This is an optimization exercise on Yosys and OpenROAD, whose aim is small area and a short achievable clock period, not a production implementation.
No functional check of the RTL was part of any run shown here.
No activity file was given, so power comes from the tool's default toggle rates.

### flow/run.sh
#!/bin/bash
# synth_recipe.tcl (not shown) runs the flow's synth.tcl, then flattens the netlist and writes it again
# the make line also repeats each setting of config.mk as NAME=value (left out here)
make -C /OpenROAD-flow-scripts/flow DESIGN_CONFIG=/design/flow/config.mk WORK_HOME=/design/flow/orfs CLKGATE_MAP_FILE= SYNTH_SCRIPT=/design/flow/synth_recipe.tcl finish
### flow/config.mk
export PLATFORM = sky130hd
export DESIGN_NAME = zepto_cpu
export DESIGN_NICKNAME = zepto_cpu
export VERILOG_FILES = /design/flow/design.v
export SDC_FILE = /design/flow/constraint.sdc
export NUM_CORES = 4
export LEC_CHECK = 0
export CAP_MARGIN = 20
export CORE_MARGIN = 2
export CORE_UTILIZATION = 40
export SETUP_SLACK_MARGIN = 5
export SLEW_MARGIN = 20
export SYNTH_HIERARCHICAL = 1
export TNS_END_PERCENT = 5
### flow/constraint.sdc
create_clock -name core_clock -period 12.0 [get_ports {clk}]
set_input_delay 2.4000 -clock core_clock [delete_from_list [all_inputs] [get_ports {clk}]]
set_output_delay 2.4000 -clock core_clock [all_outputs]
set_load 0.01 [all_outputs]
### flow/design.v
module decoder7 (In, Out);
	input [3:0] In;
	output reg [6:0] Out;
	always @(*)
		case (In)
			4'h0 : Out = 7'h40;
			4'h1 : Out = 7'h79;
			4'h2 : Out = 7'h24;
			4'h3 : Out = 7'h30;
			4'h4 : Out = 7'h19;
			4'h5 : Out = 7'h12;
			4'h6 : Out = 7'h02;
			4'h7 : Out = 7'h78;
			4'h8 : Out = 7'h00;
			4'h9 : Out = 7'h10;
			4'hA : Out = 7'h08;
			4'hB : Out = 7'h03;
			4'hC : Out = 7'h46;
			4'hD : Out = 7'h21;
			4'hE : Out = 7'h06;
			default : Out = 7'h0E;
		endcase
endmodule
module bkadd #(parameter N = 16) (
	input [N-1:0] X,
	input [N-1:0] Y,
	input ci,
	output [N-1:0] S
);
wire [N-1:0] p = X ^ Y;
reg [N-1:0] G, P;
integer k, d;
always @(*) begin
	G = X & Y;
	G[0] = G[0] | (p[0] & ci);
	P = p;
	for (d = 1; d < N; d = d * 2)
		for (k = 2*d - 1; k < N; k = k + 2*d) begin
			G[k] = G[k] | (P[k] & G[k-d]);
			P[k] = P[k] & P[k-d];
		end
	for (d = N / 4; d >= 1; d = d / 2)
		for (k = 3*d - 1; k < N; k = k + 2*d) begin
			G[k] = G[k] | (P[k] & G[k-d]);
			P[k] = P[k] & P[k-d];
		end
end
assign S = p ^ {G[N-2:0], ci};
endmodule
module csabit(input a, input bb, input ii, input zb, input ib, input br, input sub,
	output s, output c);
wire b = (bb & ~zb) ^ ib;
wire i = (ii & ~br) ^ sub;
assign s = a ^ b ^ i;
assign c = (a & b) | (a & i) | (b & i);
endmodule
module resbit(input s, input c, input sum, input inc,
	input kL, input k1, input k2, input kS, input kI, output d);
assign d = (s & c & kL) | (s & k1) | (c & k2) | (sum & kS) | (inc & kI);
endmodule
module ula(
	input [3:0] Opcode,
	input Sub,      
	input Br,       
	input Zb,       
	input Link,     
	input rst_n,
	input [15:0] A,
	input [15:0] B,
	input [15:0] Imm,
	input [15:0] Inc,
	output wire [15:0] s,
	output wire [15:0] Sum,
	output wire [15:0] Dm
);
wire ib = Sub | Br;
wire [15:0] c;
genvar k;
generate for (k = 0; k < 16; k = k + 1) begin : bt
	csabit u(.a(A[k]), .bb(B[k]), .ii(Imm[k]), .zb(Zb), .ib(ib), .br(Br), .sub(Sub),
		.s(s[k]), .c(c[k]));
end endgenerate
bkadd #(16) add(.X(s), .Y({c[14:0], ib}), .ci(Sub), .S(Sum));
wire op2 = Opcode == 4'd2;
wire op3 = Opcode == 4'd3;
wire op4 = Opcode == 4'd4;
wire kL = (op2 | op3 | op4) & rst_n;
wire k1 = (op3 | op4) & rst_n;
wire k2 = op3 & rst_n;
wire kS = (Opcode[3:1] == 3'd0) & rst_n;
wire kI = Link & rst_n;
generate for (k = 0; k < 16; k = k + 1) begin : rb
	resbit u(.s(s[k]), .c(c[k]), .sum(Sum[k]), .inc(Inc[k]),
		.kL(kL), .k1(k1), .k2(k2), .kS(kS), .kI(kI), .d(Dm[k]));
end endgenerate
endmodule
module comparador (
	input [15:0] s,
	input A15,
	input B15,
	input D15,
	input beq, input bne, input bge, input blt, input jal,
	output take
);
wire eq = &s;
wire lt = (A15 ^ B15) ? A15 : D15;
assign take = (beq & eq) | (bne & ~eq) | (bge & ~lt) | (blt & lt) | jal;
endmodule
module controle(
	input [3:0] Opcode,
	output wire WE,     
	output wire Link,   
	output wire Sub,    
	output wire Br,     
	output wire jalr,   
	output wire jal,
	output wire beq,
	output wire bne,
	output wire bge,
	output wire blt
);
assign beq  = Opcode == 4'd5;
assign bne  = Opcode == 4'd6;
assign bge  = Opcode == 4'd7;
assign blt  = Opcode == 4'd9;
assign Br   = beq | bne | bge | blt;
assign jal  = Opcode == 4'd11;
assign jalr = Opcode == 4'd12;
assign Link = jal | jalr;
assign Sub  = Opcode == 4'd1;
assign WE   = (Opcode <= 4'd4) | Link;
endmodule
module incr(input [15:0] X, output [15:0] S);
wire [16:0] c;
assign c[0] = 1'b1;
genvar k;
generate for (k = 0; k < 16; k = k + 1) begin : h
	assign S[k] = X[k] ^ c[k];
	assign c[k+1] = X[k] & c[k];
end endgenerate
endmodule
module pcbit(input sum, input tgt, input inc, input kJ, input kT, input kI, output e);
assign e = (sum & kJ) | (tgt & kT) | (inc & kI);
endmodule
module pc(
	input [15:0] Pc,
	input [15:0] Imm,
	input [15:0] Sum,
	input jalr,
	input take,
	input rst_n,
	output wire [15:0] Inc,
	output wire [15:0] E
);
incr inc(.X(Pc), .S(Inc));
wire [15:0] Tgt;
bkadd #(16) tgt(.X(Pc), .Y(Imm), .ci(1'b0), .S(Tgt));
wire kJ = jalr & rst_n;
wire kT = ~jalr & take & rst_n;
wire kI = ~jalr & ~take & rst_n;
genvar k;
generate for (k = 0; k < 16; k = k + 1) begin : b
	pcbit u(.sum(Sum[k]), .tgt(Tgt[k]), .inc(Inc[k]), .kJ(kJ), .kT(kT), .kI(kI), .e(E[k]));
end endgenerate
endmodule
module aoi222(input a1, input a2, input b1, input b2, input c1, input c2, output y);
assign y = ~((a1 & a2) | (b1 & b2) | (c1 & c2));
endmodule
module nand5(input a, input b, input c, input d, input e, output y);
assign y = ~(a & b & c & d & e);
endmodule
module rdbit(input [14:0] r, input [14:0] s, output y);
wire [4:0] n;
genvar i;
generate for (i = 0; i < 5; i = i + 1) begin : g
	aoi222 u(.a1(r[3*i]), .a2(s[3*i]), .b1(r[3*i+1]), .b2(s[3*i+1]),
		.c1(r[3*i+2]), .c2(s[3*i+2]), .y(n[i]));
end endgenerate
nand5 u5(.a(n[0]), .b(n[1]), .c(n[2]), .d(n[3]), .e(n[4]), .y(y));
endmodule
module registrador(input [239:0] Q, input [14:0] s, output [15:0] A);
genvar b, k;
generate for (b = 0; b < 16; b = b + 1) begin : bt
	wire [14:0] r;
	for (k = 0; k < 15; k = k + 1) begin : kk
		assign r[k] = Q[16*k + b];
	end
	rdbit u(.r(r), .s(s), .y(A[b]));
end endgenerate
endmodule
module display(
	input [1:0] sel,
	input [15:0] pc,
	input [31:0] inst,
	input [15:0] A,
	input [15:0] B,
	output [55:0] hex
);
reg [15:0] lo;
always @(*)
	case (sel)
		2'b00: lo = pc;
		2'b01: lo = inst[15:0];
		2'b11: lo = A;
		default: lo = B;
	endcase
wire hi_on = (sel == 2'b01);
genvar k;
generate for (k = 0; k < 4; k = k + 1) begin : d
	wire [6:0] l, h;
	decoder7 dl(.In(lo[4*k+3:4*k]), .Out(l));
	decoder7 dh(.In(inst[4*k+19:4*k+16]), .Out(h));
	assign hex[7*k+6:7*k] = l;
	assign hex[7*k+34:7*k+28] = h & {7{hi_on}};
end endgenerate
endmodule
module zepto_cpu(
	input clk,
	input rst_n,
	input [1:0] disp_sel,
	input [31:0] inst,
	output reg [15:0] pc,
	output wire [6:0] HEX0,
	output wire [6:0] HEX1,
	output wire [6:0] HEX2,
	output wire [6:0] HEX3,
	output wire [6:0] HEX4,
	output wire [6:0] HEX5,
	output wire [6:0] HEX6,
	output wire [6:0] HEX7,
	output [15:0] VerRA
);
wire [3:0] Rd = inst[7:4];
wire [3:0] Ra = inst[11:8];
wire [3:0] Rb = inst[15:12];
wire [15:0] Imm = inst[31:16];
wire WE, Link, Sub, Br, jalr, jal, beq, bne, bge, blt;
controle U3(.Opcode(inst[3:0]), .WE(WE), .Link(Link), .Sub(Sub), .Br(Br), .jalr(jalr),
	.jal(jal), .beq(beq), .bne(bne), .bge(bge), .blt(blt));
reg [239:0] rf;
wire [15:0] sa = 16'd1 << Ra;
wire [15:0] sb = 16'd1 << Rb;
wire [15:0] A, B;
registrador RA(.Q(rf), .s(sa[15:1]), .A(A));
registrador RB(.Q(rf), .s(sb[15:1]), .A(B));
assign VerRA = A;
wire [15:0] s, Sum, Dm, Inc, E;
ula U7(.Opcode(inst[3:0]), .Sub(Sub), .Br(Br), .Zb(jalr), .Link(Link), .rst_n(rst_n),
	.A(A), .B(B), .Imm(Imm), .Inc(Inc), .s(s), .Sum(Sum), .Dm(Dm));
wire take;
comparador U6(.s(s), .A15(A[15]), .B15(B[15]), .D15(Sum[15]),
	.beq(beq), .bne(bne), .bge(bge), .blt(blt), .jal(jal), .take(take));
pc U1(.Pc(pc), .Imm(Imm), .Sum(Sum), .jalr(jalr), .take(take), .rst_n(rst_n), .Inc(Inc), .E(E));
always @(posedge clk)
	pc <= E;
wire [15:0] wd = 16'd1 << Rd;
genvar g;
generate for (g = 1; g < 16; g = g + 1) begin : w
	wire en = (WE & wd[g]) | ~rst_n;
	always @(posedge clk)
		if (en) rf[16*g-1:16*g-16] <= Dm;
end endgenerate
wire [55:0] hex;
display U9(.sel(disp_sel), .pc(pc), .inst(inst), .A(A), .B(B), .hex(hex));
assign {HEX7, HEX6, HEX5, HEX4, HEX3, HEX2, HEX1, HEX0} = hex;
endmodule
==> results of run 1 <==
## kinds of logic after synthesis
family,share of synthesized area (%)
XOR/XNOR,4.11
AO/OA/AOI/OAI,16.9
multiplexers,6.28
flip-flops,46.2
other,0.0230
adder cells (fa/ha/maj),11.5
AND/OR/NAND/NOR,11.9
buffers and inverters,3.14
## cell usage in the layout, fill, tap and decap left out, types with 16 or more instances in the layout
cell type	netlist	routed
and3_1	33	27
mux4_2	10	19
ha_1	94	81
and3b_2	22	23
inv_1	83	72
buf_6	9	30
nor2_1	66	63
clkdlybuf4s50_1	0	82
edfxtp_1	240	240
a21oi_1	33	32
nand3_2	0	17
fa_1	34	30
a22o_1	16	16
o21ai_1	21	23
nand2b_4	32	41
nand2_1	22	20
dfxtp_1	16	16
o21ai_0	34	20
buf_4	0	124
clkbuf_16	0	27
mux2i_1	34	34
xnor2_2	32	32
a222oi_1	192	192
## modules after synthesis, one instance, submodules excluded, excerpt
module	cells	flops+latches	cell area [µm²]	copies in the design
aoi222	1	0	10.0	160
controle	19	0	110	1
csabit	5	0	80.1	16
decoder7	32	0	275	8
display	54	0	722	1
incr	16	0	188	1
pc	4	0	32.5	1
pcbit	2	0	13.8	16
resbit	4	0	23.8	16
ula	10	0	60.1	1
zepto_cpu	324	256	7870	1
## power groups by stage
stage | Combinational, W | Clock, W | Sequential [W]
final | 0.00131 | 0.000780 | 0.00126
after global routing | 0.00142 | 0.000822 | 0.00127
after CTS | 0.00128 | 0.000787 | 0.00126
after detailed placement | 0.00113 | 0 | 0.00128
after global placement | 0.00113 | 0 | 0.00127
after floorplan | 0.000740 | 0 | 0.00125
## synthesized netlist by cell type, drive strengths merged
library cell,n
a211oi,2
a21boi,2
a21o,4
a21oi,35
a222oi,192
a22o,16
a31o,2
a32o,8
and2,2
and2b,8
and3,33
and3b,29
buf,22
clkbuf,5
conb,1
dfxtp,16
edfxtp,240
fa,34
ha,94
inv,83
maj3,1
mux2,8
mux2i,34
mux4,24
nand2,22
nand2b,51
nand3,33
nand3b,5
nand4,6
nand4b,1
nand4bb,1
nor2,66
nor3,14
nor3b,2
nor4,1
o211ai,4
o21a,2
o21ai,55
o31a,2
o31ai,1
or2,1
or3b,12
xnor2,40
xor2,9
## per-stage QoR
stage	cells	total power (W)	cell area (µm²)	util, %	hold WS [ns]
after floorplan	1223	0.00199	16300	-	0.567
after global placement	1895	0.00240	18400	46.1	0.636
after detailed placement	1896	0.00241	18500	46.1	0.641
after CTS	2047	0.00332	20600	51.6	0.660
after global routing	2050	0.00352	20700	51.8	0.686
final	2050	0.00335	20700	51.8	0.667
## sequential cells by signal, summed over array words and instances, names as in the netlist
| register | cells |
|---|---|
| rf | 240 |
| pc | 16 |
## path summary, 6_finish.rpt
path	end	slack (ns)	cells past startpoint
worst max-delay path	HEX3[0]	4.30	16
worst max register to register	pc[11]$_DFF_P_	6.40	22
worst min register to register	pc[0]$_DFF_P_	0.67	3
worst min-delay path	pc[0]$_DFF_P_	0.67	3
## layer usage
layer,vias to the layer above,global-route usage (%)
met2,733,42.2
li1,5689,-
met4,2,8.39
met1,6467,31.9
met5,-,0
met3,134,3.52
## critical path, stage by stage
cell      delay, ns
buf_12         0.12
nand2_1        0.15
nor3_1         0.06
buf_4          0.21
a222oi_1       0.31
and3_1         0.30
nand3_2        0.13
mux4_2         0.53
inv_2          0.11
buf_6          0.11
buf_6          0.10
ha_4           0.11
nor2_1         0.03
or3b_1         0.36
o21ai_1        0.10
buf_2          0.16
## what timing repair did
item                                   4_1_cts  5_1_grt
endpoints found under the hold margin        0        0
resized for setup                          306        4
setup buffers                               97        2
cloned                                       6        0
hold buffers                                 0        0
setup endpoints to repair                  288      162
pin swaps                                   66        4
## final cells by class
cell class | count | area, µm²
clock buffers | 36 | 709
fillers | 3397 | 19300
well taps | 525 | 657
repair buffers | 280 | 2600
multi-input cells | 858 | 8810
inverters | 83 | 312
flip-flops and latches | 256 | 7530
clock inverters | 12 | 104
==> run_results.csv, run 1 <==
group,metric,value,unit
clocking,worst_setup_hold_path_clk_slew,0.06,ns
setup_path,cp_max_fo,16,
die,core,40000,µm²
sta,fin_crit_sh,64.2,%
place,dpl.hpwl,34300,µm
power,p_switching,0.00115,W
logic_synthesis,syn-cell-area,16300,µm²
sta,tightest_slew,1.03,ns
logic_synthesis,synthCells,1223,
clocking,h-tree-depth,1,
logic_synthesis,yosysTopAreaCellShare,44.2,%
logic_synthesis,yosysTopAreaCell,"edfxtp_1",
status,status,"complete, no violations",
clocking,cts.path.max_buffers,3,
setup_path,required,9.60,ns
min_path,hold_path_class,"reg -> reg",
logic_synthesis,yosys-top-cells-area,"edfxtp_1, a222oi_1, ha_1",
power,p_seq_share,37.6,%
sta,setup_viol_count_final,0,
power,p_int,0.00220,W
place,io_buffers,123,
logic_synthesis,yosysSeqAreaShare,46.2,%
power,leakage,8.29,nW
finish,final_nets,1670,
setup_path,critPathLaunch,"inst[8]",
routing,wl,52700,µm
power,pwr-share-comb,39.1,%
die,io-pin-count,124,
global_routing,grt_max_degree,45,
clocking,cts_buffers,27,
logic_synthesis,syn_avg_cell_area,13.3,µm²
power,power_density,162,nW/µm²
routing,vias_per_cell,6.35,
global_routing,grt_pass1_vias,12794,
die,floorplan.initialDensity,40.7,%
setup_path,worst_ep_arrival_time,5.30,ns
die,die_x,206,µm
global_routing,gr-total-overflow,0,
die,rows,73,
routing,top_layer_used,"met5",
power,ir_drop,0.115,mV
global_routing,grt_pass1_wl,79000,µm
sta,timing.fmax,130,MHz
clocking,cts_root_buf,"clkbuf_16",
sta,slew_headroom,30.8,%
min_path,min_from,"pc[0]$_DFF_P_",
die,die_y,206,µm
power,clock_power_share,23.3,%
logic_synthesis,ys_ff_latch,256,
logic_synthesis,synth_nets,1387,
setup_path,cp-end-kind,"primary output",
global_routing,grt_usage,24.6,%
routing,drc,0,
global_routing,antenna_found_initial,1,
sta,setup_tns,0,ns
routing,dr.pass1.iters,10,
finish,antenna_cells,0,
finish,drive_above_1_share,29.2,%
routing,antenna_left,0,
finish,area_delta_synth_final,27.1,%
flow_run,maxCapViolations,0,
sta,maxSlewViolCount,0,
clocking,cts.sinks,256,
logic_synthesis,synth_warnings,10,
logic_synthesis,yosysUniqueCellTypes,56,
place,dp_slack,2.69,ns
sta,rsz0062_at_grt,"true",
place,gp_congestion,0.915,
routing,wl_met3,4790,µm
clocking,clk_latency,0.55,ns
clocking,cts_tree,"yes",
sta,worst_slack,4.30,ns
sta,finalClockSkew,0.0155,ns
power,switching_share,34.4,%
routing,wl_met2,25600,µm
die,dieArea,42400,µm²
setup_path,r2r-start,"rf[0]$_DFFE_PP_",
routing,wl_per_cell,25.7,µm
setup_path,criticalPathCategory,"in -> out",
routing,wl_met1,20400,µm
routing,num_vias,13025,
sta,hold_violations,0,
sta,min_period,7.70,ns
setup_path,startpoint_type,"input pin",
routing,drt_iter0_markers,2330,
==> run 2: changes to the inputs <==
--- a/flow/config.mk
+++ b/flow/config.mk
@@ -12,3 +12,2 @@
 export SLEW_MARGIN = 20
 export SYNTH_HIERARCHICAL = 1
-export TNS_END_PERCENT = 5
==> run 2 against run 1 <==
Still clean; die area stayed put; area after synthesis stayed put; register-to-register slack better by 0.02 ns; hold slack worse by 0.017 ns; combinational power is 6% higher; critical path depth is 1 lower; core utilization is 3.2 points higher; critical path type unchanged; largest power group unchanged; highest routed layer is now met4.
==> run_results.csv, run 2 <==
group,metric,value,unit
status,status,"complete, no violations",
logic_synthesis,synth_edf_count,240,
sta,setup_viol_count_final,0,
power,clock_power_share,24.2,%
setup_path,startpoint_type,"input pin",
routing,wl_per_cell,26.4,µm
finish,drive_above_1_share,37.5,%
logic_synthesis,async_flop_share,0,%
power,ir_drop,0.106,mV
place,io_buffers,123,
finish,area_delta_synth_final,35.1,%
global_routing,grt_usage,25.4,%
clocking,worst_setup_hold_path_clk_slew,0.06,ns
setup_path,cp_max_fo,12,
sta,maxSlewViolCount,0,
flow_run,maxCapViolations,0,
die,dieArea,42400,µm²
logic_synthesis,synth_common_cells,"edfxtp_1, a222oi_1, ha_1",
die,floorplan.initialDensity,40.7,%
place,gp_congestion,0.970,
logic_synthesis,yosys-top-cells-area,"edfxtp_1, a222oi_1, ha_1",
logic_synthesis,yosysTopAreaCell,"edfxtp_1",
logic_synthesis,yosysUniqueCellTypes,56,
finish,final_nets,1745,
setup_path,critical-path-max-stage-delay,0.56,ns
finish,final_cell_mix,"edfxtp_1, a222oi_1, buf_4",
power,p_int,0.00229,W
logic_synthesis,syn-cell-area,16300,µm²
clocking,cts_tree,"yes",
die,die_x,206,µm
routing,wl,56100,µm
power,p_switching,0.00120,W
routing,dr.pass1.iters,11,
logic_synthesis,synth_warnings,10,
sta,finalClockSkew,0.0235,ns
setup_path,critPathBufInv,6,
setup_path,worst_ep_arrival_time,5.43,ns
finish,antenna_cells,0,
routing,num_vias,13564,
logic_synthesis,ys_ff_latch,256,
sta,worst_slack,4.17,ns
finish,largest_registers,"rf x240, pc x16",
global_routing,grt_pass1_wl,80900,µm
setup_path,criticalPathCategory,"in -> out",
logic_synthesis,syn_avg_cell_area,13.3,µm²
sta,tightest_slew,0.844,ns
logic_synthesis,synthCells,1223,
setup_path,cp_slowest_cell,"a222oi_1",
clocking,hold_buffers,0,
min_path,hold_path_class,"reg -> reg",
sta,hold_violations,0,
routing,drc,0,
finish,largest_reg_flops,240,
die,die_y,206,µm
finish,final_common_cell,"edfxtp_1",
power,switching_share,34.5,%
clocking,clk_latency,0.55,ns
finish,top_register,"rf",
setup_path,path_cells,"buf_16 -> nand2b_4 -> buf_4 -> nor2_2 -> buf_6 -> a222oi_1 -> nand3_4 -> mux4_2 -> buf_6 -> inv_6 -> ha_4 -> and2b_2 -> or3b_1 -> o21ai_2 -> buf_2",
logic_synthesis,synth_nets,1387,
sta,fin_crit_sh,65.2,%
finish,final_util,55.0,%
setup_path,crit_top_cell,"buf_6",
place,dp_slack,2.61,ns
global_routing,grt_pass1_vias,13118,
power,leakage,8.89,nW
clocking,cts.sinks,256,
global_routing,gr-total-overflow,0,
sta,min_period,7.83,ns
power,p_seq_share,36.1,%
sta,rsz0062_at_grt,"true",
clocking,cts.path.max_buffers,3,
sta,slew_headroom,43.5,%
power,power_density,159,nW/µm²
power,pwr-share-comb,39.7,%
routing,antenna_left,0,
die,io-pin-count,124,
clocking,cts_buffers,26,
logic_synthesis,yosysSeqAreaShare,46.2,%
die,rows,73,
logic_synthesis,ys.flop_type,"edfxtp_1",
setup_path,cp-end-kind,"primary output",
global_routing,antenna_found_initial,0,
routing,drt_iter0_markers,2496,
logic_synthesis,yosysTopAreaCellShare,44.2,%
sta,timing.fmax,128,MHz
place,dpl.hpwl,35100,µm
setup_path,required,9.60,ns
setup_path,cp_top_family,"simple AND/OR/NAND/NOR gates",
die,core,40000,µm²
clocking,h-tree-depth,1,
clocking,cts_root_buf,"clkbuf_16",
sta,setup_tns,0,ns
logic_synthesis,yosysMostFrequentCell,"edfxtp_1",
global_routing,grt_max_degree,47,
routing,vias_per_cell,6.38,
==> run 2: cell counts after synthesis <==
Identical to the previous run, type by type.
==> run 2: through the flow <==
stage,hold slack [ns],cell area [µm²],instances,power (W)
2_1_floorplan,0.568,16800,1223,0.00203
4_1_cts,0.652,21300,2063,0.00338
3_5_place_dp,0.632,18700,1870,0.00245
3_3_place_gp,0.632,18700,1870,0.00244
5_1_grt,0.707,22000,2126,0.00365
6_report,0.651,22000,2126,0.00349
==> run 2: area by class of cell <==
class | count | area [µm²]
timing repair buffer | 346 | 3290
tap | 525 | 657
fill | 3234 | 18000
inverter | 83 | 332
multi-input combinational | 868 | 9320
sequential | 256 | 7530
clock inverter | 17 | 193
clock buffer | 31 | 691
==> run 2: logic make-up (layout without fill, tap and decap cells) <==
group | count (synthesis) | count (layout) | synth area share [%]
AOI/OAI and AO/OA | 325 | 327 | 16.9
and+or+nand+nor | 287 | 294 | 11.9
DFF | 256 | 256 | 46.2
adders and majority gates | 129 | 129 | 11.5
buffers and inverters | 110 | 477 | 3.14
muxes | 66 | 68 | 6.28
xor gates and xnor gates | 49 | 49 | 4.11
other | 1 | 1 | 0.0230
==> run 2: worst paths after layout <==
path | startpoint | to | slack (ns) | depth (start not counted)
setup / recovery | inst[12] | HEX3[0] | 4.17 | 15
hold / removal | pc[0]$_DFF_P_ | pc[0]$_DFF_P_ | 0.65 | 3
setup reg to reg | rf[48]$_DFFE_PP_ | pc[1]$_DFF_P_ | 6.42 | 22
hold reg to reg | pc[0]$_DFF_P_ | pc[0]$_DFF_P_ | 0.65 | 3
==> run 2: modules after synthesis, one instance, submodules excluded, a selection <==
module / times used / cells
zepto_cpu: 1 / 324
decoder7: 8 / 32
nand5: 32 / 2
comparador: 1 / 10
pc: 1 / 4
incr: 1 / 16
==> run 2: per-layer routing <==
metal	vias to the layer above	track usage [%]	wire, µm
met3	136	3.80	5190
met4	0	8.90	1990
met5	-	0	0
met2	841	44.3	27400
li1	5877	-	-
met1	6710	32.2	21500
==> run 2: timing repair <==
item                       CTS  global route
buffers inserted           138            58
gates resized for setup    298            74
gates cloned                 7             4
pin swaps                   63            52
setup endpoints to repair  306            99
==> run 2: power groups by stage <==
stage	Clock, W	Combinational (W)	Sequential [W]
floorplan	0	0.000778	0.00125
global placement	0	0.00117	0.00127
detailed placement	0	0.00118	0.00127
CTS	0.000847	0.00128	0.00126
global route	0.000885	0.00149	0.00127
finish	0.000846	0.00139	0.00126
==> run 2: worst register-to-register path, delay by kind of cell, from the launching register on <==
kind,cells,cell delay (ns)
flip-flops,1,0.39
buffers and inverters,3,0.20
AO/OA/AOI/OAI,6,1.63
AND/OR/NAND/NOR,5,1.07
adder cells (fa/ha/maj),5,1.74
XOR/XNOR,2,0.29
multiplexers,1,0.17

[separate check: timing with driven ports]
No port has a modelled driver above. Below, the same layouts with a new extraction and two added sets of constraints.
Step 1 sets driving cells, clkbuf_16 on the clock port and buf_2 on the other inputs (assumed; they add their load-dependent delay and slew).
Step 2 also shifts input and output timing later by t, the mid clock arrival at the registers, as if the neighbouring blocks saw the same clock.
Slacks: ideal ports / drivers / drivers and shift; pairs: ideal ports / drivers.
| run | t (ns) | slack for setup (ns) | worst setup path after step 2 |
|---|---|---|---|
| run 1 | 0.597 | 4.301 / 4.247 / 3.753 | input to register |
| run 2 | 0.585 | 4.175 / 4.086 / 3.770 | input to register |
After both steps setup and hold are still met in every run listed. For run 1, which loses most, drivers alone change the setup slack by -0.054 ns; drivers and shift together by -0.548 ns.
